Source: an optimization exercise on an open RTL-to-GDS flow (aim: small area). Production flows keep margins and buffers that such runs may drop. At most, simulation tests tie the RTL to the original design; equivalence was not proved. No functional check of the RTL was part of run 6.

File: flow/design.v
module serial
    ( input  clk
    , input  reset
    , input  enable
    , input  can_send
    , input [7:0] data_in
    , input  in_stb
    , output wire [7:0] data_out
    , output wire  out_stb
    );
  reg [15:0] x;       
  reg [15:0] y;       
  reg [15:0] a;       
  reg        nl;      
  reg        cmd_up;  
  reg        cmd_dn;  
  reg [4:0]  st;
  wire in_mode   = (st[4:3] == 2'b00);
  wire mul_mode  = (st[4:3] == 2'b01);
  wire send_mode = (st[4:3] == 2'b10);
  wire newline = ~data_in[5];
  wire digit   = data_in[4] & ~data_in[6];
  wire apply   = in_stb & in_mode & digit;
  wire [3:0] n = data_in[3:0];
  wire send = send_mode & ~nl & can_send;
  genvar i;
  wire [3:0]  nx = (apply & ~cmd_up & ~cmd_dn) ? n : 4'd0;
  wire [16:0] xc;
  wire [15:0] xs;
  assign xc[0] = 1'b0;
  generate for (i = 0; i < 16; i = i + 1) begin : xadd
    if (i < 4) begin : f
      assign xs[i]   = x[i] ^ nx[i] ^ xc[i];
      assign xc[i+1] = (x[i] & nx[i]) | (xc[i] & (x[i] ^ nx[i]));
    end else begin : h
      assign xs[i]   = x[i] ^ xc[i];
      assign xc[i+1] = x[i] & xc[i];
    end
  end endgenerate
  wire [15:0] x_add = xs | {16{xc[16]}};
  wire        sub = apply & cmd_up;
  wire [3:0]  ny = (apply & (cmd_up | cmd_dn)) ? n : 4'd0;
  wire [15:0] yi = y ^ {16{sub}};
  wire [16:0] yc;
  wire [15:0] ys;
  assign yc[0] = 1'b0;
  generate for (i = 0; i < 16; i = i + 1) begin : yadd
    if (i < 4) begin : f
      assign ys[i]   = yi[i] ^ ny[i] ^ yc[i];
      assign yc[i+1] = (yi[i] & ny[i]) | (yc[i] & (yi[i] ^ ny[i]));
    end else begin : h
      assign ys[i]   = yi[i] ^ yc[i];
      assign yc[i+1] = yi[i] & yc[i];
    end
  end endgenerate
  wire [15:0] y_next = (ys | {16{yc[16]}}) ^ {16{sub}};
  wire [15:0] p0 = y & {16{x[0]}};
  wire [15:0] p1 = y & {16{x[1]}};
  wire [16:0] cs_s, cs_c;
  generate for (i = 0; i < 17; i = i + 1) begin : csa
    wire o1 = (i < 16) ? a[i]  : 1'b0;
    wire o2 = (i < 16) ? p0[i] : 1'b0;
    wire o3 = (i > 0) ? p1[i-1] : 1'b0;
    assign cs_s[i] = o1 ^ o2 ^ o3;
    assign cs_c[i] = (o1 & o2) | (o3 & (o1 ^ o2));
  end endgenerate
  wire [17:0] sum;
  wire [17:0] rc;
  assign sum[0] = cs_s[0];
  assign rc[1]  = 1'b0;
  generate for (i = 1; i < 17; i = i + 1) begin : rca
    assign sum[i]  = cs_s[i] ^ cs_c[i-1] ^ rc[i];
    assign rc[i+1] = (cs_s[i] & cs_c[i-1]) | (rc[i] & (cs_s[i] ^ cs_c[i-1]));
  end endgenerate
  assign sum[17] = cs_c[16] ^ rc[17];
  wire inc = (in_mode & in_stb & newline & nl) | mul_mode | send;
  always @(posedge clk or posedge reset) begin
    if (reset) begin
      x  <= 16'd0;
      y  <= 16'd0;
      a  <= 16'd0;
      nl <= 1'b1;
      st <= 5'b00111;
    end else begin
      x <= mul_mode ? {sum[1:0], x[15:2]} : x_add;
      y <= y_next;
      if (mul_mode) a <= sum[17:2];
      if (in_stb) nl <= newline & in_mode;
      if (inc) st <= st + 5'd1;
    end
  end
  always @(posedge clk) begin
    if (in_stb & data_in[6]) begin
      cmd_up <= data_in[4];
      cmd_dn <= data_in[1];
    end
  end
  reg [3:0] nib;
  always @(*) begin
    case (st[2:0])
      3'd0: nib = a[15:12];
      3'd1: nib = a[11:8];
      3'd2: nib = a[7:4];
      3'd3: nib = a[3:0];
      3'd4: nib = x[15:12];
      3'd5: nib = x[11:8];
      3'd6: nib = x[7:4];
      default: nib = x[3:0];
    endcase
  end
  wire letter = nib[3] & (nib[2] | nib[1]);
  assign data_out = letter ? {4'h6, 1'b0, nib[2:0] - 3'd1} : {4'h3, nib};
  assign out_stb  = send;
endmodule
File: flow/run.sh
#!/bin/bash
# synth_recipe.tcl (not shown) runs the flow's synth.tcl, then flattens the netlist and writes it again
# the make line also repeats each setting of config.mk as NAME=value (left out here)
make -C /OpenROAD-flow-scripts/flow DESIGN_CONFIG=/design/flow/config.mk WORK_HOME=/design/flow/orfs CLKGATE_MAP_FILE= SYNTH_SCRIPT=/design/flow/synth_recipe.tcl finish
File: flow/config.mk
export PLATFORM = sky130hd
export DESIGN_NAME = serial
export DESIGN_NICKNAME = serial
export VERILOG_FILES = /design/flow/design.v
export SDC_FILE = /design/flow/constraint.sdc
export NUM_CORES = 4
export LEC_CHECK = 0
export CAP_MARGIN = 20
export CORE_MARGIN = 2
export CORE_UTILIZATION = 40
export SLEW_MARGIN = 20
File: flow/constraint.sdc
create_clock -name core_clock -period 10.0 [get_ports {clk}]
set_input_delay 2.0000 -clock core_clock [delete_from_list [all_inputs] [get_ports {clk}]]
set_output_delay 2.0000 -clock core_clock [all_outputs]
set_load 0.01 [all_outputs]
==> run notes, run 1 <==
first-pass GRT wire length 13600 um; Synth Flop Type dfrtp_1; hold crit path type reg -> reg; Synth Area in XOR/XNOR 7.00%; root buffer cell clkbuf_8; MaxCap Viol Count 0; critical path type reg -> reg; Clock Sink Count 56; top post-synthesis cells by area dfrtp_1 30%, fa_1 17%, ha_1 9.7%; antenna-violating nets left 0; Die Span Y 106 um; die width 106 um; simple logic cell fraction of the synthesized area 16.1%; Yosys cell types 46; nets@finish 477; clk slew on worst S/H paths 0.11 ns; initial core utilization 40.5%; Die Area 11100 um2; vias 2606; hold_buf cts 0; Compound-Gate Fraction of Synth Area 9.07%; EDFF count, synth 2; Ant. Diodes 0; Fillers 1019; Max Clock Freq 0.138 GHz; critical path arrival 7.45 ns; Synth Area in Adders 27.2%; Final Setup Violations 0; layout cells sized above 1 under 10%; Crit path required time 10.22 ns; Wirelength per Cell 14.5 um; postcts setup bufs 0; detailed-placement wirelength estimate 5880 um; fin area ~4500 um2; area of the multi-input gates 2490 um2; row count 37; Max-Slew Margin vs Limit 50.0%; Seq. cell area 1420 um2; largest family of logic cells by synthesized area adder cells; most frequent cell after synthesis nand2_1; Post-Syn Area 4130 um2; Critical Path Sink Type register; Yosys top cell by area dfrtp_1; yosys warns 1; Largest stage delay, worst path 0.69 ns; sequential element share of the synthesized area 34.3%; Post-DP Area 4370 um2; initial antenna violation count 0; Resized cells post-CTS 0; Worst Path Max Fanout 18; post-synthesis mux area share less than 1%; RSZ-0062 raised after global routing no; Num CTS Buffers 5; core box area around 10000 um2; aggregate global routing overflow 0; most frequent cell on the critical path fa_1; Worst-Margin Slew 0.748 ns; asr flop ratio synth 96.4%; drt drc 0; H-Tree Depth 2; Cells after Synth 388; Mapped Avg Cell Area approximately 11 um2; io pins 22; hold path depth 1; number of global-route vias before repair 2745; max-slew violations 0; area fraction of the dominant cell type after synthesis 30.3%; Min Clock Period, post-route 7.23 ns; vias per cell slightly below 5; clock latency (worst-skew pair) 0.31 ns; placer congestion estimate 0.791; Syn Nets 469; IO Port Bufs 17; Clock Tree Buf Depth 2; Setup crit start kind register; largest net degree at the start of global routing 55; setup tns final 0 ns; Worst R2R Path Depth 25; Post-Route WL just under 8000 um; Tcrit/Tclk final slightly above 70%; DR iter-0 viols 134; Synth Register Bits 56; area grow syn2layout 8.46%; drt pass-1 iters 4; All-Layer GR Usage 15.3%; Final Hold Viols 0; Slowest cell on crit path dfrtp_1; Post-synth top cells 54 x nand2_1, 50 x dfrtp_1, 36 x fa_1; status timing/DRC/antenna clean; clock skew between 0.015 and 0.02 ns; CTS tree done
[metrics by stage]
step | instances | util (%) | setup WS [ns] | hold slack [ns]
finish | 533 | 43.9 | 2.77 | 0.517
global route | 533 | 43.9 | 2.39 | 0.550
CTS | 533 | 43.9 | 2.72 | 0.522
detailed placement | 525 | 42.9 | 2.40 | 0.506
global placement | 525 | 42.9 | 2.39 | 0.498
floorplan | 388 | - | 3.13 | 0.472
[logic make-up (layout without fill, tap and decap cells)]
group                      Yosys count  in the layout
DFF                                 56             56
AOI/OAI and AO/OA                   48             48
and+or+nand+nor                    134            134
other                                2              2
buffers and inverters               44             53
muxes                                3              3
adders and majority gates           68             68
xor gates and xnor gates            33             33
[cell usage in the layout, fill, tap and decap left out, drive strengths merged, types with 3 or more instances in the layout]
cell type and count:
o22ai 3, fa 36, dfstp 4, and2 35, inv 24, o21ai 7
xor2 15, a22oi 5, nor2 27, a21oi 7, buf 4, clkdlybuf4s50 17
ha 32, clkbuf 6, nand3b 3, o22a 12, nand2 54, nand3 4
dfrtp 50, xnor2 18
[registers in the layout (all words and copies together), names as in the netlist, named ones only]
signal,flops
cmd_dn,1
y,15
a,16
st,5
cmd_up,1
x,16
nl,1
[final timing paths]
kind	startpoint	endpoint	slack, ns
setup reg to reg	x[0]	a[14]	2.77
hold / removal	st[0]	st[0]	0.52
max in group asynchronous	reset	a[3]	7.35
hold reg to reg	st[0]	st[0]	0.52
setup / recovery	x[0]	a[14]	2.77
min in group asynchronous	reset	st[3]	2.19
[worst max-delay path, delay by kind of cell (launching register included)]
| kind | cells | cell delay, ns |
|---|---|---|
| simple gates | 3 | 0.26 |
| fa+ha+maj | 17 | 5.90 |
| flops | 1 | 0.69 |
| buf+inv | 5 | 0.27 |
[area by class of cell]
type,count,share of cell area (%)
flip-flops and latches,56,31.6
inverters,24,2.01
clock inverters,2,0.783
clock buffers,6,1.62
repair buffers,21,4.47
well taps,136,3.80
multi-input cells,288,55.7
[per-layer routing]
metal	global-route usage, %	share of wire (%)	vias to the layer above
li1	-	-	1287
met1	22.3	50	1289
met2	24.7	47	26
met3	2.04	1.8	4
met4	3.10	0.85	0
met5	0	0	-
==> run 2: changes to the inputs <==
--- a/flow/config.mk
+++ b/flow/config.mk
@@ -8,4 +8,7 @@
 export CAP_MARGIN = 20
 export CORE_MARGIN = 2
 export CORE_UTILIZATION = 40
+export CTS_BUF_LIST = sky130_fd_sc_hd__clkbuf_16
+export CTS_CLUSTER_DIAMETER = 500
+export CTS_CLUSTER_SIZE = 60
 export SLEW_MARGIN = 20
==> run 2 against run 1 <==
  * Sequential share of layout area fell by 0.39 points
  * Core utilization rose by 0.55 points
  * Critical path type is now in -> reg
  * First-iteration DRC count rose by 1.5%
  * Still clean
  * Cell area rose by 1.3%
  * Critical endpoint is now y[1]
==> run notes, run 2 <==
r2r setup slk 2.78 ns (was 2.77 ns); nets@finish 477 (unchanged); initial antenna violation count 0 (unchanged); setup tns final 0 ns (unchanged); Final Setup Violations 0 (unchanged); Worst Path Max Fanout 30 (was 18); CTS tree done (unchanged); area fraction of the dominant cell type after synthesis 30.3% (unchanged); die width 106 um (unchanged); Max Clock Freq 0.139 GHz (was 0.138 GHz); clock latency (worst-skew pair) 0.30 ns (was 0.31 ns); Die Span Y 106 um (unchanged); Resized cells post-CTS 0 (unchanged); Post-DP Area 4370 um2 (unchanged); EDFF count, synth 2 (unchanged); hold crit path type reg -> reg (unchanged); core box area 10200 um2 (unchanged); Crit path required time 10.16 ns (was 10.22 ns); critical path arrival 7.38 ns (was 7.45 ns); Num CTS Buffers 5 (unchanged); commonest non-fill, non-tap cell in the layout nand2_1 (unchanged); Die Area 11100 um2 (unchanged); top flop regs a (16), x (16), y (15) (unchanged); critical path type in -> reg (was reg -> reg); Final Core Density 44.5% (was 43.9%); RR Startpoint x[1] (was x[0]); number of global-route vias before repair 2746 (was 2745); H-Tree Depth 2 (unchanged); max-slew violations 0 (unchanged); IO Port Bufs 17 (unchanged); Tcrit/Tclk final 72.2% (was 72.3%); Cells after Synth 388 (unchanged); Clock Tree Buf Depth 2 (unchanged); placed cells 525 (unchanged); Yosys cell types 46 (unchanged); Min Clock Period, post-route 7.22 ns (was 7.23 ns); Post-Syn Area 4130 um2 (unchanged); layout cells sized above 1 6.30% (unchanged); aggregate global routing overflow 0 (unchanged); Fillers 1010 (was 1019); io pins 22 (unchanged); placer congestion estimate 0.791 (unchanged); drt drc 0 (unchanged); Post-Route WL 7770 um (was 7730 um); first-pass GRT wire length 13600 um (about the same); Ant. Diodes 0 (unchanged); Synth Register Bits 56 (unchanged); Clock Sink Count 56 (unchanged); most frequent cells in the layout 54 x nand2_1, 50 x dfrtp_1, 36 x fa_1, 35 x and2_1, 32 x ha_1 (unchanged); reg-to-reg endpoint a[14] (unchanged); clk slew on worst S/H paths 0.07 ns (was 0.11 ns); yosys warns 1 (unchanged); MaxCap Viol Count 0 (unchanged); initial core utilization 40.5% (unchanged); Worst R2R Path Depth 25 (unchanged); most frequent cell after synthesis nand2_1 (unchanged); asr flop ratio synth 96.4% (unchanged); clock skew 0.0116 ns (was 0.0150 ns); Critical Path Sink Type register (unchanged); Final Hold Viols 0 (unchanged); Mapped Avg Cell Area 10.6 um2 (unchanged); fin area 4530 um2 (was 4480 um2); vias per cell 4.91 (was 4.89); Setup crit start kind primary input (was register); Worst-Margin Slew 0.698 ns (was 0.748 ns); DR iter-0 viols 136 (was 134); Yosys top cell by area dfrtp_1 (unchanged); status timing/DRC/antenna clean (unchanged); vias 2618 (was 2606); Synth Flop Type dfrtp_1 (unchanged); Wirelength per Cell 14.6 um (was 14.5 um); RSZ-0062 raised after global routing no (unchanged); Worst Setup SP in_stb (was x[0]); sequential element share of the synthesized area 34.3% (unchanged); root buffer cell clkbuf_16 (was clkbuf_8); hold_buf cts 0 (unchanged); antenna-violating nets left 0 (unchanged); Post-synth top cells 54 x nand2_1, 50 x dfrtp_1, 36 x fa_1 (unchanged); largest net degree at the start of global routing 55 (unchanged); Syn Nets 469 (unchanged); top post-synthesis cells by area dfrtp_1 30%, fa_1 17%, ha_1 9.7% (unchanged); area grow syn2layout 9.82% (was 8.46%); postcts setup bufs 0 (unchanged); Max-Slew Margin vs Limit 53.4% (was 50.0%); drt pass-1 iters 4 (unchanged); Finished Layout Cells 533 (unchanged); detailed-placement wirelength estimate 5880 um (unchanged); row count 37 (unchanged); CP Capture Point y[1] (was a[14]); All-Layer GR Usage 15.5% (was 15.3%)
run 2: cell counts after synthesis:
Identical to the previous run, type by type.
run 2: kinds of logic (layout without fill, tap and decap cells):
group / Yosys count / in the layout / share of synthesized area, %
other cells: 2 / 2 / 0.182
mux: 3 / 3 / 0.788
simple gates: 134 / 134 / 16.1
flops: 56 / 56 / 34.3
xor+xnor: 33 / 33 / 7.00
fa+ha+maj: 68 / 68 / 27.2
buf+inv: 44 / 53 / 5.40
compound gates: 48 / 48 / 9.07
run 2: per-stage QoR:
step           setup WS (ns)  hold slack (ns)
6_report                2.78            0.512
5_1_grt                 2.38            0.544
4_1_cts                 2.71            0.517
3_5_place_dp            2.40            0.506
3_3_place_gp            2.39            0.498
2_1_floorplan           3.13            0.472
run 2: per-layer routing:
| layer | track usage [%] | vias up | share of wire [%] |
|---|---|---|---|
| met5 | 0 | - | 0 |
| met3 | 2.04 | 7 | 2.2 |
| met1 | 22.3 | 1292 | 50 |
| li1 | - | 1288 | - |
| met4 | 3.95 | 0 | 0.98 |
| met2 | 24.7 | 31 | 47 |
run 2: area by class of cell:
| cell class | instances | area (um2) | area share (%) |
|---|---|---|---|
| Multi-Input combinational cell | 288 | 2490 | 55.0 |
| Sequential cell | 56 | 1420 | 31.3 |
| Timing Repair Buffer | 21 | 200 | 4.42 |
| Tap cell | 136 | 170 | 3.75 |
| Clock buffer | 5 | 125 | 2.76 |
| Inverter | 24 | 90.1 | 1.99 |
| Clock inverter | 3 | 38.8 | 0.856 |
run 2: worst min-delay path by stage:
stage	startpoint	endpoint	slack, ns	cells past startpoint
detailed placement	st[0]	st[0]	0.51	1
global placement	st[0]	st[0]	0.50	1
floorplan	a[1]	a[1]	0.47	2
finish	st[0]	st[0]	0.51	1
global route	st[0]	st[0]	0.54	1
CTS	st[0]	st[0]	0.52	1
run 2: worst max-delay path: stages:
cell,delay [ns]
clkdlybuf4s50_1,0.52
nand4bb_1,0.19
nor2_1,0.22
nand2_1,0.07
buf_4,0.28
xnor2_1,0.19
ha_1,0.21
inv_1,0.06
fa_1,0.15
inv_1,0.05
fa_1,0.38
fa_1,0.37
ha_1,0.19
ha_1,0.18
ha_1,0.18
ha_1,0.18
ha_1,0.18
ha_1,0.18
ha_1,0.18
ha_1,0.19
ha_1,0.18
ha_1,0.20
ha_1,0.22
a21boi_2,0.26
nand2b_1,0.23
xnor2_1,0.13
==> run 3: changes to the inputs <==
--- a/flow/config.mk
+++ b/flow/config.mk
@@ -8,7 +8,7 @@
 export CAP_MARGIN = 20
 export CORE_MARGIN = 2
 export CORE_UTILIZATION = 40
-export CTS_BUF_LIST = sky130_fd_sc_hd__clkbuf_16
-export CTS_CLUSTER_DIAMETER = 500
-export CTS_CLUSTER_SIZE = 60
+export CTS_BUF_LIST = sky130_fd_sc_hd__clkbuf_8
+export CTS_CLUSTER_DIAMETER = 200
+export CTS_CLUSTER_SIZE = 30
 export SLEW_MARGIN = 20
==> run 3 against run 2 <==
  * Worst setup slack worse by 0.013 ns
  * Routed wire length down 0.22%
  * Hold slack better by 0.0048 ns
  * Core utilization down 0.55 points
  * Synthesized area unchanged
  * Critical path type is now reg -> reg
  * Highest routed layer unchanged
==> run notes, run 3 <==
Setup crit start kind register (was primary input); Slowest cell on crit path dfrtp_1 (was clkdlybuf4s50_1); Top delay family on crit path adder cells (unchanged); commonest non-fill, non-tap cell in the layout nand2_1 (unchanged); status timing/DRC/antenna clean (unchanged); Synth Area in XOR/XNOR 7.00% (unchanged); max-slew violations 0 (unchanged); initial antenna violation count 0 (unchanged); die width 106 um (unchanged); EDFF count, synth 2 (unchanged); drt drc 0 (unchanged); area grow syn2layout 8.46% (was 9.82%); area fraction of the dominant cell type after synthesis 30.3% (unchanged); Fillers 1019 (was 1010); drt pass-1 iters 4 (unchanged); Final Setup Violations 0 (unchanged); Mapped Avg Cell Area 10.6 um2 (unchanged); Num CTS Buffers 5 (unchanged); core box area 10200 um2 (unchanged); layout cells sized above 1 6.30% (unchanged); vias 2612 (was 2618); Compound-Gate Fraction of Synth Area 9.07% (unchanged); Max Clock Freq 0.138 GHz (was 0.139 GHz); detailed-placement wirelength estimate 5880 um (unchanged); Post-Syn Area 4130 um2 (unchanged); vias per cell 4.90 (was 4.91); Ant. Diodes 0 (unchanged); Cells after Synth 388 (unchanged); antenna-violating nets left 0 (unchanged); crit path buf inv count 5 (was 4); largest net degree at the start of global routing 55 (unchanged); Wirelength per Cell 14.6 um (about the same); Post-Route WL 7760 um (was 7770 um); number of global-route vias before repair 2745 (was 2746); placed cells 525 (unchanged); Synth Register Bits 56 (unchanged); placer congestion estimate 0.791 (unchanged); clock skew 0.0153 ns (was 0.0116 ns); Clock Sink Count 56 (unchanged); hold_buf cts 0 (unchanged); Max-Slew Margin vs Limit 50.0% (was 53.4%); aggregate global routing overflow 0 (unchanged); Seq. cell area 1420 um2 (unchanged); hold crit path type reg -> reg (unchanged); Final Hold Viols 0 (unchanged); Finished Layout Cells 533 (unchanged); area of the multi-input gates 2490 um2 (unchanged); MaxCap Viol Count 0 (unchanged); postcts setup bufs 0 (unchanged); clock latency (worst-skew pair) 0.31 ns (was 0.30 ns); Critical Path Sink Type register (unchanged); Die Span Y 106 um (unchanged); Synth Area in Adders 27.2% (unchanged); largest family of logic cells by synthesized area adder cells (unchanged); Yosys cell types 46 (unchanged); Worst-Margin Slew 0.748 ns (was 0.698 ns); post-synthesis mux area share 0.788% (unchanged); row count 37 (unchanged); Min Clock Period, post-route 7.23 ns (was 7.22 ns); io pins 22 (unchanged); initial core utilization 40.5% (unchanged); asr flop ratio synth 96.4% (unchanged); Die Area 11100 um2 (unchanged); CTS tree done (unchanged); most frequent cell after synthesis nand2_1 (unchanged); Synth Flop Type dfrtp_1 (unchanged); first-pass GRT wire length 13600 um (about the same); nets@finish 477 (unchanged); critical path arrival 7.45 ns (was 7.38 ns); r2r setup slk 2.77 ns (was 2.78 ns); critical path type reg -> reg (was in -> reg); Largest stage delay, worst path 0.69 ns (was 0.52 ns); Resized cells post-CTS 0 (unchanged); RSZ-0062 raised after global routing no (unchanged); Post-synth top cells 54 x nand2_1, 50 x dfrtp_1, 36 x fa_1 (unchanged); All-Layer GR Usage 15.3% (was 15.5%); sequential element share of the synthesized area 34.3% (unchanged); yosys warns 1 (unchanged); Crit path required time 10.22 ns (was 10.16 ns); Worst Path Max Fanout 18 (was 30); simple logic cell fraction of the synthesized area 16.1% (unchanged); root buffer cell clkbuf_8 (was clkbuf_16); Tcrit/Tclk final 72.3% (was 72.2%); Syn Nets 469 (unchanged); Yosys top cell by area dfrtp_1 (unchanged); DR iter-0 viols 134 (was 136); setup tns final 0 ns (unchanged); IO Port Bufs 17 (unchanged); most frequent cells in the layout 54 x nand2_1, 50 x dfrtp_1, 36 x fa_1, 35 x and2_1, 32 x ha_1 (unchanged); top flop regs a (16), x (16), y (15) (unchanged); most frequent cell on the critical path fa_1 (was ha_1); H-Tree Depth 2 (unchanged); clk slew on worst S/H paths 0.11 ns (was 0.07 ns); Clock Tree Buf Depth 2 (unchanged); top post-synthesis cells by area dfrtp_1 30%, fa_1 17%, ha_1 9.7% (unchanged)
-- run 3: through the flow --
step / setup WS, ns / hold WS [ns] / instance area [um2] / util (%)
finish: 2.77 / 0.517 / 4480 / 43.9
CTS: 2.72 / 0.522 / 4480 / 43.9
global placement: 2.39 / 0.498 / 4360 / 42.9
floorplan: 3.13 / 0.472 / 4130 / -
detailed placement: 2.40 / 0.506 / 4370 / 42.9
global route: 2.39 / 0.550 / 4480 / 43.9
-- run 3: kinds of logic after synthesis --
family | after synthesis
adders and majority gates | 68
xor gates and xnor gates | 33
buffers and inverters | 44
muxes | 3
AOI/OAI and AO/OA | 48
other | 2
and+or+nand+nor | 134
DFF | 56
-- run 3: cell type report --
class	instances	area share, %
Inverter	24	2.01
Clock inverter	3	0.867
Clock buffer	5	1.54
Timing Repair Buffer	21	4.47
Multi-Input combinational cell	288	55.7
Sequential cell	56	31.6
Tap cell	136	3.80
-- run 3: path summary, 6_finish.rpt --
path | from | to | cells past startpoint
hold reg to reg | st[0] | st[0] | 1
setup / recovery | x[0] | a[14] | 25
min in group asynchronous | reset | st[3] | 3
max in group asynchronous | reset | a[3] | 3
setup reg to reg | x[0] | a[14] | 25
hold / removal | st[0] | st[0] | 1
-- run 3: layer usage --
| layer | wire length, um | track usage (%) |
|---|---|---|
| met1 | 3900 | 22.3 |
| met4 | 66 | 3.10 |
| met2 | 3650 | 24.7 |
| met3 | 140 | 2.04 |
| met5 | 0 | 0 |
==> run 4: changes to the inputs <==
--- a/flow/design.v
+++ b/flow/design.v
@@ -82,9 +82,10 @@
       nl <= 1'b1;
       st <= 5'b00111;
     end else begin
-      x <= mul_mode ? {sum[1:0], x[15:2]} : x_add;
+      x <= mul_mode ? {sum[1:0], x[15:2]} : send ? {x[11:0], 4'd0} : x_add;
       y <= y_next;
       if (mul_mode) a <= sum[17:2];
+      else if (send) a <= {a[11:0], x[15:12]};
       if (in_stb) nl <= newline & in_mode;
       if (inc) st <= st + 5'd1;
     end
@@ -95,19 +96,7 @@
       cmd_dn <= data_in[1];
     end
   end
-  reg [3:0] nib;
-  always @(*) begin
-    case (st[2:0])
-      3'd0: nib = a[15:12];
-      3'd1: nib = a[11:8];
-      3'd2: nib = a[7:4];
-      3'd3: nib = a[3:0];
-      3'd4: nib = x[15:12];
-      3'd5: nib = x[11:8];
-      3'd6: nib = x[7:4];
-      default: nib = x[3:0];
-    endcase
-  end
+  wire [3:0] nib = a[15:12];
   wire letter = nib[3] & (nib[2] | nib[1]);
   assign data_out = letter ? {4'h6, 1'b0, nib[2:0] - 3'd1} : {4'h3, nib};
   assign out_stb  = send;
--- a/flow/config.mk
+++ b/flow/config.mk
@@ -8,7 +8,4 @@
 export CAP_MARGIN = 20
 export CORE_MARGIN = 2
 export CORE_UTILIZATION = 40
-export CTS_BUF_LIST = sky130_fd_sc_hd__clkbuf_8
-export CTS_CLUSTER_DIAMETER = 200
-export CTS_CLUSTER_SIZE = 30
 export SLEW_MARGIN = 20
==> run 4 against run 3 <==
  * Still clean
  * Count of clock-buffer cells in the layout did not move
  * Cell count down 5.3%
  * Clock skew shrank 0.0063 ns
  * Critical path depth unchanged
  * Cell area fell by 3.2%
  * Largest cell class unchanged
==> run notes, run 4 <==
status timing/DRC/antenna clean (unchanged); Final Setup Violations 0 (unchanged); Die Area 10800 um2 (was 11100 um2); met3 usage 3.02% (was 2.04%); Yosys cell types 43 (was 46); initial core utilization 40.9% (was 40.5%); most frequent cells in the layout 50 x dfrtp_1, 36 x fa_1, 35 x inv_1, 35 x and2_1, 28 x ha_1 (was 54 x nand2_1, 50 x dfrtp_1, 36 x fa_1, 35 x and2_1, 32 x ha_1); PnR worst setup slack 2.09 ns (was 2.77 ns); commonest non-fill, non-tap cell in the layout dfrtp_1 (was nand2_1); aggregate global routing overflow 0 (unchanged); Critical Path Sink Type register (unchanged); clock skew 0.00900 ns (was 0.0153 ns); Crit path required time 10.21 ns (was 10.22 ns); CTS tree done (unchanged); placer congestion estimate 0.755 (was 0.791); most frequent cell after synthesis dfrtp_1 (was nand2_1); antenna-violating nets left 0 (unchanged); EDFF count, synth 2 (unchanged); area fraction of the dominant cell type after synthesis 31.5% (was 30.3%); Worst Path Max Fanout 18 (unchanged); clk slew on worst S/H paths 0.11 ns (about the same); io pins 22 (unchanged); most frequent cell on the critical path fa_1 (unchanged); Clock Tree Buf Depth 2 (unchanged); All-Layer GR Usage 15.5% (was 15.3%); Post-synth top cells 50 x dfrtp_1, 36 x fa_1, 36 x inv_1 (was 54 x nand2_1, 50 x dfrtp_1, 36 x fa_1); nets@finish 448 (was 477); Ant. Diodes 0 (unchanged); GR peak layer met2 (unchanged); asr flop ratio synth 96.4% (unchanged); RSZ-0062 raised after global routing no (unchanged); sequential element share of the synthesized area 35.6% (was 34.3%); crit path buf inv count 5 (unchanged); area grow syn2layout 8.93% (was 8.46%); Num CTS Buffers 5 (unchanged); die width 104 um (was 106 um); Synth Register Bits 56 (unchanged); hold_buf cts 0 (unchanged); Syn Nets 439 (was 469); DR iter-0 viols 95 (was 134); number of global-route vias before repair 2664 (was 2745); first-pass GRT wire length 13500 um (was 13600 um); detailed-placement wirelength estimate 5730 um (was 5880 um); largest net degree at the start of global routing 55 (unchanged); Tcrit/Tclk final 79.1% (was 72.3%); critical path arrival 8.12 ns (was 7.45 ns); Worst-Margin Slew 1.07 ns (was 0.748 ns); Clock Sink Count 56 (unchanged); Yosys top cell by area dfrtp_1 (unchanged); vias per cell 5.08 (was 4.90); GRT met2 Usage 24.8% (was 24.7%); Post-Route WL 7650 um (was 7760 um); layout cells sized above 1 6.45% (was 6.30%); Max Clock Freq 0.126 GHz (was 0.138 GHz); MaxCap Viol Count 0 (unchanged); Max-Slew Margin vs Limit 28.5% (was 50.0%); Wirelength per Cell 15.2 um (was 14.6 um); initial antenna violation count 0 (unchanged); drt pass-1 iters 4 (unchanged); Slowest cell on crit path dfrtp_1 (unchanged); setup tns final 0 ns (unchanged); vias 2564 (was 2612); pre-CTS setup slack 1.88 ns (was 2.40 ns); hold_ws 0.516 ns (was 0.517 ns); Synth Flop Type dfrtp_1 (unchanged); GRT met1 Usage 22.2% (was 22.3%); postcts setup bufs 0 (unchanged); top flop regs a (16), x (16), y (15) (unchanged); Final Hold Viols 0 (unchanged); Cells after Synth 362 (was 388); yosys warns 1 (unchanged); top post-synthesis cells by area dfrtp_1 31%, fa_1 18%, ha_1 8.8% (was dfrtp_1 30%, fa_1 17%, ha_1 9.7%); drt drc 0 (unchanged); core box area 9730 um2 (was 10200 um2); Top delay family on crit path adder cells (unchanged); Die Span Y 104 um (was 106 um); clock latency (worst-skew pair) 0.31 ns (about the same); H-Tree Depth 2 (unchanged); Mapped Avg Cell Area 11.0 um2 (was 10.6 um2); row count 36 (was 37); hold crit path type reg -> reg (unchanged); critical path type reg -> reg (unchanged); Setup crit start kind register (unchanged); Resized cells post-CTS 0 (unchanged); Post-Syn Area 3980 um2 (was 4130 um2); IO Port Bufs 17 (unchanged); Min Clock Period, post-route 7.91 ns (was 7.23 ns); max-slew violations 0 (unchanged); root buffer cell clkbuf_8 (unchanged); Largest stage delay, worst path 0.70 ns (was 0.69 ns)
## run 4: cell types whose count changed after synthesis, sizes merged, moves of 7 or more
cell / previous run / this run
inv: 24 / 36
xor2: 15 / 0
mux2i: 1 / 15
nand2: 54 / 20
nor2: 27 / 11
a221o: 0 / 7
o22a: 12 / 0
o22ai: 3 / 11
## run 4: cells by family after synthesis
kind of cell	after synthesis	share of synthesized area (%)
xor+xnor	19	4.18
buf+inv	55	5.95
fa+ha+maj	64	26.9
other cells	2	0.189
simple gates	93	13.0
compound gates	56	9.78
flops	56	35.6
mux	17	4.34
## run 4: stage by stage
step,instance area [um2],util (%),instances
floorplan,3980,-,362
finish,4330,44.5,505
CTS,4330,44.5,505
detailed placement,4250,43.6,497
global route,4330,44.5,505
global placement,4250,43.6,497
## run 4: worst paths after layout
check | endpoint | cells after the start | from | slack, ns
max | a[14] | 25 | x[0] | 2.09
min | st[0] | 1 | st[0] | 0.52
max reg2reg | a[14] | 25 | x[0] | 2.09
min reg2reg | st[0] | 1 | st[0] | 0.52
max in group asynchronous | st[3] | 3 | reset | 7.33
min in group asynchronous | a[10] | 3 | reset | 2.17
## run 4: area by class of cell
type                       instances  area [um2]
fill                             923        5400
sequential                        56        1420
inverter                          36         135
clock buffer                       5        68.8
tap                              133         166
timing repair buffer              21         200
multi-input combinational        251        2330
clock inverter                     3        18.8
## run 4: routing by layer
layer  vias up  share of wire, %
met4         0              0.71
met2        31                46
met1      1297                50
li1       1232                 -
met5         -                 0
met3         4               2.7
==> run 5: changes to the inputs <==
--- a/flow/config.mk
+++ b/flow/config.mk
@@ -7,5 +7,6 @@
 export LEC_CHECK = 0
 export CAP_MARGIN = 20
 export CORE_MARGIN = 2
-export CORE_UTILIZATION = 40
+export CORE_UTILIZATION = 70
+export CTS_BUF_LIST = sky130_fd_sc_hd__clkbuf_4 sky130_fd_sc_hd__clkbuf_8
 export SLEW_MARGIN = 20
==> run 5 against run 4 <==
  * Cell area decreased by 0.64%
  * Routed wire length decreased by 1.7%
  * Sequential share of layout area increased by 0.21 points
==> run notes, run 5 <==
Yosys top cell by area dfrtp_1 (unchanged); H-Tree Depth 2 (unchanged); first-pass GRT wire length 13300 um (was 13500 um); Num CTS Buffers 5 (unchanged); CTS tree done (unchanged); Resized cells post-CTS 0 (unchanged); Synth Flop Type dfrtp_1 (unchanged); Critical Path Sink Type register (unchanged); row count 27 (was 36); commonest non-fill, non-tap cell in the layout dfrtp_1 (unchanged); placer congestion estimate 0.824 (was 0.755); Min Clock Period, post-route 8.03 ns (was 7.91 ns); Final Setup Violations 0 (unchanged); hold path depth 1 (unchanged); Final Hold Viols 0 (unchanged); vias per cell 5.87 (was 5.08); DR iter-0 viols 323 (was 95); clk slew on worst S/H paths 0.10 ns (was 0.11 ns); Post-Syn Area 3980 um2 (unchanged); EDFF count, synth 2 (unchanged); root buffer cell clkbuf_8 (unchanged); largest net degree at the start of global routing 55 (unchanged); clock latency (worst-skew pair) 0.32 ns (was 0.31 ns); All-Layer GR Usage 27.7% (was 15.5%); Post-DP Area 4170 um2 (was 4250 um2); initial core utilization 72.2% (was 40.9%); sequential element share of the synthesized area 35.6% (unchanged); area grow syn2layout 8.24% (was 8.93%); critical path type in -> reg (was reg -> reg); Seq. cell area 1420 um2 (unchanged); most frequent cells in the layout 50 x dfrtp_1, 36 x fa_1, 35 x inv_1, 35 x and2_1, 28 x ha_1 (unchanged); Setup crit start kind primary input (was register); drt drc 0 (unchanged); Syn Nets 439 (unchanged); area of the multi-input gates 2330 um2 (unchanged); detailed-placement wirelength estimate 5540 um (was 5730 um); clock skew 0.0165 ns (was 0.00900 ns); fin area 4310 um2 (was 4330 um2); area fraction of the dominant cell type after synthesis 31.5% (unchanged); Finished Layout Cells 444 (was 505); status timing/DRC/antenna clean (unchanged); max-slew violations 0 (unchanged); Mapped Avg Cell Area 11.0 um2 (unchanged); Synth Register Bits 56 (unchanged); Clock Tree Buf Depth 2 (unchanged); hold crit path type reg -> reg (unchanged); die width 79.4 um (was 104 um); Post-Route WL 7520 um (was 7650 um); aggregate global routing overflow 0 (unchanged); initial antenna violation count 0 (unchanged); Cells after Synth 362 (unchanged); io pins 22 (unchanged); top flop regs a (16), x (16), y (15) (unchanged); setup tns final 0 ns (unchanged); antenna-violating nets left 0 (unchanged); Clock Sink Count 56 (unchanged); drt pass-1 iters 5 (was 4); layout cells sized above 1 6.72% (was 6.45%); number of global-route vias before repair 2708 (was 2664); Ant. Diodes 0 (unchanged); Max Clock Freq 0.124 GHz (was 0.126 GHz); Fillers 376 (was 923); hold_ws 0.506 ns (was 0.516 ns); IO Port Bufs 17 (unchanged); Worst Path Max Fanout 15 (was 18); MaxCap Viol Count 0 (unchanged); Die Span Y 79.4 um (was 104 um); Wirelength per Cell 16.9 um (was 15.2 um); most frequent cell after synthesis dfrtp_1 (unchanged); top post-synthesis cells by area dfrtp_1 31%, fa_1 18%, ha_1 8.8% (unchanged); min-delay src st[2] (was st[0]); vias 2608 (was 2564); postcts setup bufs 0 (unchanged); RR Startpoint x[0] (unchanged); critical path arrival 8.26 ns (was 8.12 ns); asr flop ratio synth 96.4% (unchanged); Post-synth top cells 50 x dfrtp_1, 36 x fa_1, 36 x inv_1 (unchanged); nets@finish 448 (unchanged); Max-Slew Margin vs Limit 40.7% (was 28.5%); hold_buf cts 0 (unchanged); Worst R2R Path Depth 25 (unchanged); hold endpoint st[2] (was st[0]); Die Area 6300 um2 (was 10800 um2); Crit path required time 10.23 ns (was 10.21 ns); reg-to-reg endpoint a[14] (unchanged); RSZ-0062 raised after global routing no (unchanged); yosys warns 1 (unchanged); Yosys cell types 43 (unchanged); Tcrit/Tclk final 80.3% (was 79.1%); r2r setup slk 2.15 ns (was 2.09 ns); core box area 5510 um2 (was 9730 um2); placed cells 436 (was 497); Worst-Margin Slew 0.890 ns (was 1.07 ns)
-- run 5: cell counts after synthesis --
Identical to the previous run, type by type.
-- run 5: critical path: stages --
cell and delay, ns:
clkdlybuf4s50_1 0.53, nor4b_1 0.54, nand3_1 0.74, xnor2_1 0.34, ha_1 0.24, inv_1 0.06
fa_1 0.15, inv_1 0.05, fa_1 0.37, fa_1 0.37, ha_1 0.20, ha_1 0.18
ha_1 0.19, ha_1 0.18, ha_1 0.18, ha_1 0.18, ha_1 0.19, ha_1 0.18
ha_1 0.19, ha_1 0.19, ha_1 0.24, o41a_4 0.60, mux2i_1 0.17
-- run 5: metrics by stage --
stage	setup WS (ns)	util [%]
4_1_cts	1.93	78.2
5_1_grt	1.50	78.2
3_3_place_gp	1.71	75.7
3_5_place_dp	1.59	75.7
2_1_floorplan	2.52	-
6_report	1.97	78.2
-- run 5: cells by family after synthesis --
group                    Yosys count  share of synthesized area (%)
AND/OR/NAND/NOR                   93                           13.0
other                              2                          0.189
XOR/XNOR                          19                           4.18
buffers and inverters             55                           5.95
adder cells (fa/ha/maj)           64                           26.9
flip-flops                        56                           35.6
AO/OA/AOI/OAI                     56                           9.78
multiplexers                      17                           4.34
-- run 5: final cells by class --
type                    instances  share of cell area [%]
multi-input cells             251                    54.1
flip-flops and latches         56                    32.9
repair buffers                 21                    4.65
inverters                      36                    3.14
well taps                      72                    2.09
clock buffers                   6                    1.77
clock inverters                 2                    1.39
-- run 5: how the worst max path moves through the flow --
stage            end  slack [ns]  startpoint
3_5_place_dp    y[9]        1.59      in_stb
5_1_grt         y[3]        1.50      in_stb
4_1_cts         y[9]        1.93      in_stb
3_3_place_gp    y[1]        1.71      in_stb
6_report        y[3]        1.97      in_stb
2_1_floorplan  a[14]        2.52        x[0]
-- run 5: routing by layer --
layer  track usage (%)  vias to the layer above  part of all wire, %  routed length, um
li1                  -                     1232                    -                  -
met1              41.3                     1309                   47               3500
met2              43.1                       59                   48               3580
met3              5.09                        8                  4.6                346
met4              6.55                        0                  1.2                 91
met5                 0                        -                    0                  0
==> run 6: changes to the inputs <==
==> flow/design.v (replaced) <==
module serial
    ( input  clk
    , input  reset
    , input  enable
    , input  can_send
    , input [7:0] data_in
    , input  in_stb
    , output wire [7:0] data_out
    , output wire  out_stb
    );
  reg [15:0] x;       
  reg [15:0] y;       
  reg [15:0] a;       
  reg        nl;      
  reg        cmd_up;  
  reg        cmd_dn;  
  reg [4:0]  st;
  wire in_mode   = (st[4:3] == 2'b00);
  wire mul_mode  = (st[4:3] == 2'b01);
  wire send_mode = (st[4:3] == 2'b10);
  wire newline = ~data_in[5];
  wire digit   = data_in[4] & ~data_in[6];
  wire apply   = in_stb & in_mode & digit;
  wire [3:0] n = data_in[3:0];
  wire send = send_mode & ~nl & can_send;
  wire [3:0]  nx = (apply & ~cmd_up & ~cmd_dn) ? n : 4'd0;
  wire [16:0] xs = {1'b0, x} + {13'd0, nx};
  wire [15:0] x_add = xs[15:0] | {16{xs[16]}};
  wire        y_app = apply & (cmd_up | cmd_dn);
  wire [3:0]  ny = y_app ? n : 4'd0;
  wire [16:0] ys = cmd_up ? ({1'b0, y} - {13'd0, ny}) : ({1'b0, y} + {13'd0, ny});
  wire [15:0] y_next = cmd_up ? (ys[16] ? 16'd0 : ys[15:0])
                              : (ys[15:0] | {16{ys[16]}});
  wire [17:0] pp0 = x[0] ? {2'b00, y} : 18'd0;
  wire [17:0] pp1 = x[1] ? {1'b0, y, 1'b0} : 18'd0;
  wire [17:0] sum = {2'b00, a} + pp0 + pp1;
  wire inc = (in_mode & in_stb & newline & nl) | mul_mode | send;
  always @(posedge clk or posedge reset) begin
    if (reset) begin
      x  <= 16'd0;
      y  <= 16'd0;
      a  <= 16'd0;
      nl <= 1'b1;
      st <= 5'b00111;
    end else begin
      x <= mul_mode ? {sum[1:0], x[15:2]} : x_add;
      y <= y_next;
      if (mul_mode) a <= sum[17:2];
      if (in_stb) nl <= newline & in_mode;
      if (inc) st <= st + 5'd1;
    end
  end
  always @(posedge clk) begin
    if (in_stb & data_in[6]) begin
      cmd_up <= data_in[4];
      cmd_dn <= data_in[1];
    end
  end
  reg [3:0] nib;
  always @(*) begin
    case (st[2:0])
      3'd0: nib = a[15:12];
      3'd1: nib = a[11:8];
      3'd2: nib = a[7:4];
      3'd3: nib = a[3:0];
      3'd4: nib = x[15:12];
      3'd5: nib = x[11:8];
      3'd6: nib = x[7:4];
      default: nib = x[3:0];
    endcase
  end
  assign data_out = (nib <= 4'd9) ? {4'h3, nib} : {4'h6, nib - 4'd9};
  assign out_stb  = send;
endmodule
--- a/flow/config.mk
+++ b/flow/config.mk
@@ -7,6 +7,5 @@
 export LEC_CHECK = 0
 export CAP_MARGIN = 20
 export CORE_MARGIN = 2
-export CORE_UTILIZATION = 70
-export CTS_BUF_LIST = sky130_fd_sc_hd__clkbuf_4 sky130_fd_sc_hd__clkbuf_8
+export CORE_UTILIZATION = 40
 export SLEW_MARGIN = 20
==> run 6 against run 5 <==
  * Still clean
  * Cell count grew 71%
  * Register-to-register slack gained 3.4 ns
  * Core utilization decreased by 33 points
  * Worst setup slack improved by 2.0 ns
  * Synthesized cell count increased by 62%
  * Sequential share of layout area is 7.8 points lower
  * Die area increased by 120%
  * Synthesized area increased by 30%
  * Flip-flop and latch count unchanged
  * Highest routed layer unchanged
==> run notes, run 6 <==
Wirelength per Cell 16.5 um (was 16.9 um); hold_ws 0.531 ns (was 0.506 ns); reg-to-reg endpoint y[11] (was a[14]); Max Clock Freq 0.166 GHz (was 0.124 GHz); nets@finish 665 (was 448); hold crit path type reg -> reg (unchanged); setup tns final 0 ns (unchanged); area fraction of the dominant cell type after synthesis 24.2% (was 31.5%); Setup crit start kind primary input (unchanged); clk slew on worst S/H paths 0.08 ns (was 0.10 ns); most frequent cells in the layout 50 x dfrtp_1, 48 x nand2_1, 47 x ha_1, 43 x nor2_1, 39 x a21oi_1 (was 50 x dfrtp_1, 36 x fa_1, 35 x inv_1, 35 x and2_1, 28 x ha_1); most frequent cell after synthesis dfrtp_1 (unchanged); Fillers 1266 (was 376); DR iter-0 viols 261 (was 323); area grow syn2layout 9.02% (was 8.24%); Post-Route WL 12500 um (was 7520 um); postcts setup bufs 0 (unchanged); core box area 12600 um2 (was 5510 um2); antenna-violating nets left 0 (unchanged); critical path type in -> reg (unchanged); status timing/DRC/antenna clean (unchanged); Final Setup Violations 0 (unchanged); Mapped Avg Cell Area 8.85 um2 (was 11.0 um2); Final Core Density 44.7% (was 78.2%); RR Startpoint st[3] (was x[0]); vias per cell 5.66 (was 5.87); H-Tree Depth 2 (unchanged); Die Area 13900 um2 (was 6300 um2); Synth Register Bits 56 (unchanged); Resized cells post-CTS 0 (unchanged); Clock Tree Buf Depth 2 (unchanged); detailed-placement wirelength estimate 9380 um (was 5540 um); RSZ-0062 raised after global routing no (unchanged); die width 118 um (was 79.4 um); Yosys top cell by area dfrtp_1 (unchanged); Post-DP Area 5470 um2 (was 4170 um2); Post-Syn Area 5170 um2 (was 3980 um2); CTS tree done (unchanged); Min Clock Period, post-route 6.04 ns (was 8.03 ns); Cells after Synth 585 (was 362); critical path arrival 6.21 ns (was 8.26 ns); Clock Sink Count 56 (unchanged); fin area 5640 um2 (was 4310 um2); max-slew violations 0 (unchanged); Crit path required time 10.18 ns (was 10.23 ns); r2r setup slk 5.60 ns (was 2.15 ns); Seq. cell area 1420 um2 (unchanged); clock latency (worst-skew pair) 0.31 ns (was 0.32 ns); layout cells sized above 1 5.61% (was 6.72%); row count 41 (was 27); Yosys cell types 62 (was 43); Critical Path Sink Type register (unchanged); Ant. Diodes 0 (unchanged); first-pass GRT wire length 20900 um (was 13300 um); initial core utilization 41.0% (was 72.2%); Max-Slew Margin vs Limit 44.0% (was 40.7%); number of global-route vias before repair 4252 (was 2708); hold_buf cts 0 (unchanged); io pins 22 (unchanged); vias 4304 (was 2608); IO Port Bufs 17 (unchanged); yosys warns 1 (unchanged); drt pass-1 iters 6 (was 5); aggregate global routing overflow 0 (unchanged); Post-synth top cells 50 x dfrtp_1, 48 x nand2_1, 47 x ha_1 (was 50 x dfrtp_1, 36 x fa_1, 36 x inv_1); Synth Flop Type dfrtp_1 (unchanged); Die Span Y 118 um (was 79.4 um); Worst Setup SP in_stb (unchanged); root buffer cell clkbuf_16 (was clkbuf_8); top post-synthesis cells by area dfrtp_1 24%, ha_1 11%, fa_1 7.0% (was dfrtp_1 31%, fa_1 18%, ha_1 8.8%); EDFF count, synth 2 (unchanged); commonest non-fill, non-tap cell in the layout dfrtp_1 (unchanged); sequential element share of the synthesized area 27.4% (was 35.6%); area of the multi-input gates 3540 um2 (was 2330 um2); placer congestion estimate 0.798 (was 0.824); Worst R2R Path Depth 12 (was 25); Worst Path Max Fanout 16 (was 15); initial antenna violation count 0 (unchanged); Tcrit/Tclk final 60.4% (was 80.3%); Final Hold Viols 0 (unchanged); largest net degree at the start of global routing 55 (unchanged); MaxCap Viol Count 0 (unchanged); clock skew 0.0109 ns (was 0.0165 ns); top flop regs a (16), x (16), y (16) (was a (16), x (16), y (15)); Worst-Margin Slew 0.819 ns (was 0.890 ns); drt drc 0 (unchanged); All-Layer GR Usage 18.4% (was 27.7%); Syn Nets 663 (was 439); asr flop ratio synth 96.4% (unchanged); Num CTS Buffers 5 (unchanged); CP Capture Point y[11] (was y[3])
run 6: cell types whose count changed after synthesis, moves of 8 or more:
cell	previous run	this run
nand2_1	20	48
a21oi_1	13	39
a21o_1	1	14
xor2_1	0	10
clkbuf_1	7	20
ha_1	28	47
o21ai_0	8	29
fa_1	36	18
a31oi_1	0	14
o22ai_1	11	0
mux2_2	2	10
inv_1	36	27
nor2_1	11	43
run 6: cells by family after synthesis:
logic type / Yosys count / synth area share [%]
adder cells (fa/ha/maj): 65 / 18.3
multiplexers: 26 / 5.32
AND/OR/NAND/NOR: 194 / 18.9
flip-flops: 56 / 27.4
XOR/XNOR: 29 / 5.27
other: 2 / 0.145
AO/OA/AOI/OAI: 160 / 20.4
buffers and inverters: 53 / 4.28
run 6: final cells by class:
class / count / area share, %
Clock buffer: 7 / 2.91
Tap cell: 172 / 3.81
Timing Repair Buffer: 20 / 3.42
Clock inverter: 1 / 0.155
Sequential cell: 56 / 25.1
Multi-Input combinational cell: 476 / 62.7
Inverter: 28 / 1.86
run 6: how the worst min path moves through the flow:
| stage | endpoint | from | cells past startpoint | slack (ns) |
|---|---|---|---|---|
| after floorplan | a[0] | a[0] | 2 | 0.48 |
| after global placement | st[0] | st[0] | 1 | 0.50 |
| after detailed placement | st[0] | st[0] | 1 | 0.52 |
| after CTS | st[0] | st[0] | 1 | 0.54 |
| after global routing | st[0] | st[0] | 1 | 0.55 |
| final | st[0] | st[0] | 1 | 0.53 |
run 6: through the flow:
stage	cells	setup slack (ns)
floorplan	585	4.82
global route	760	3.68
detailed placement	752	3.66
finish	760	3.96
CTS	760	3.95
global placement	752	3.68
run 6: routing by layer:
metal	global-route usage [%]	vias up	routed length [um]
li1	-	2125	-
met1	25.1	2093	5960
met2	31.3	76	6060
met3	2.18	10	417
met4	4.44	0	97
met5	0	-	0
run 6: worst max-delay path: stages:
cell             delay (ns)
clkdlybuf4s50_1        0.52
nand2_1                0.06
or4_4                  0.42
nor2_1                 0.26
nand2_1                0.12
ha_1                   0.22
a21o_1                 0.31
ha_1                   0.44
o21ai_0                0.28
a211oi_1               0.15
a21o_1                 0.21
a31o_2                 0.26
xnor2_4                0.55
mux2_1                 0.41

-- re-timing with driven ports --
In the flow no input, the clock included, has a driving cell. The finished layouts below were timed again as built, in two steps. Step 1 (the two cells are an assumption about what drives the block):
set clk [get_ports {clk}]
set_driving_cell -lib_cell sky130_fd_sc_hd__clkbuf_16 $clk
set_driving_cell -lib_cell sky130_fd_sc_hd__buf_2 [delete_from_list [all_inputs] $clk]
Step 2 moves the port delays by t, midway between the first and last clock arrival at a register: inputs arrive t later, outputs are due t later. That takes back most of the time a late clock gives input paths. Slacks: ideal / step 1 / step 2; pairs: ideal / step 1.
run	shift t [ns]	slack for setup (ns)	worst setup path after step 2
run 1	0.336	2.765 / 2.765 / 2.476	input to register
run 2	0.327	2.781 / 2.785 / 2.463	input to register
run 3	0.337	2.768 / 2.768 / 2.476	input to register
run 4	0.341	2.089 / 2.089 / 1.891	input to register
run 5	0.341	1.967 / 1.968 / 1.627	input to register
run 6	0.335	3.962 / 3.963 / 3.629	input to register
After both steps every run listed still meets setup and hold. For run 5, which loses most, drivers alone change the setup slack by +0.001 ns; drivers and shift together by -0.340 ns.
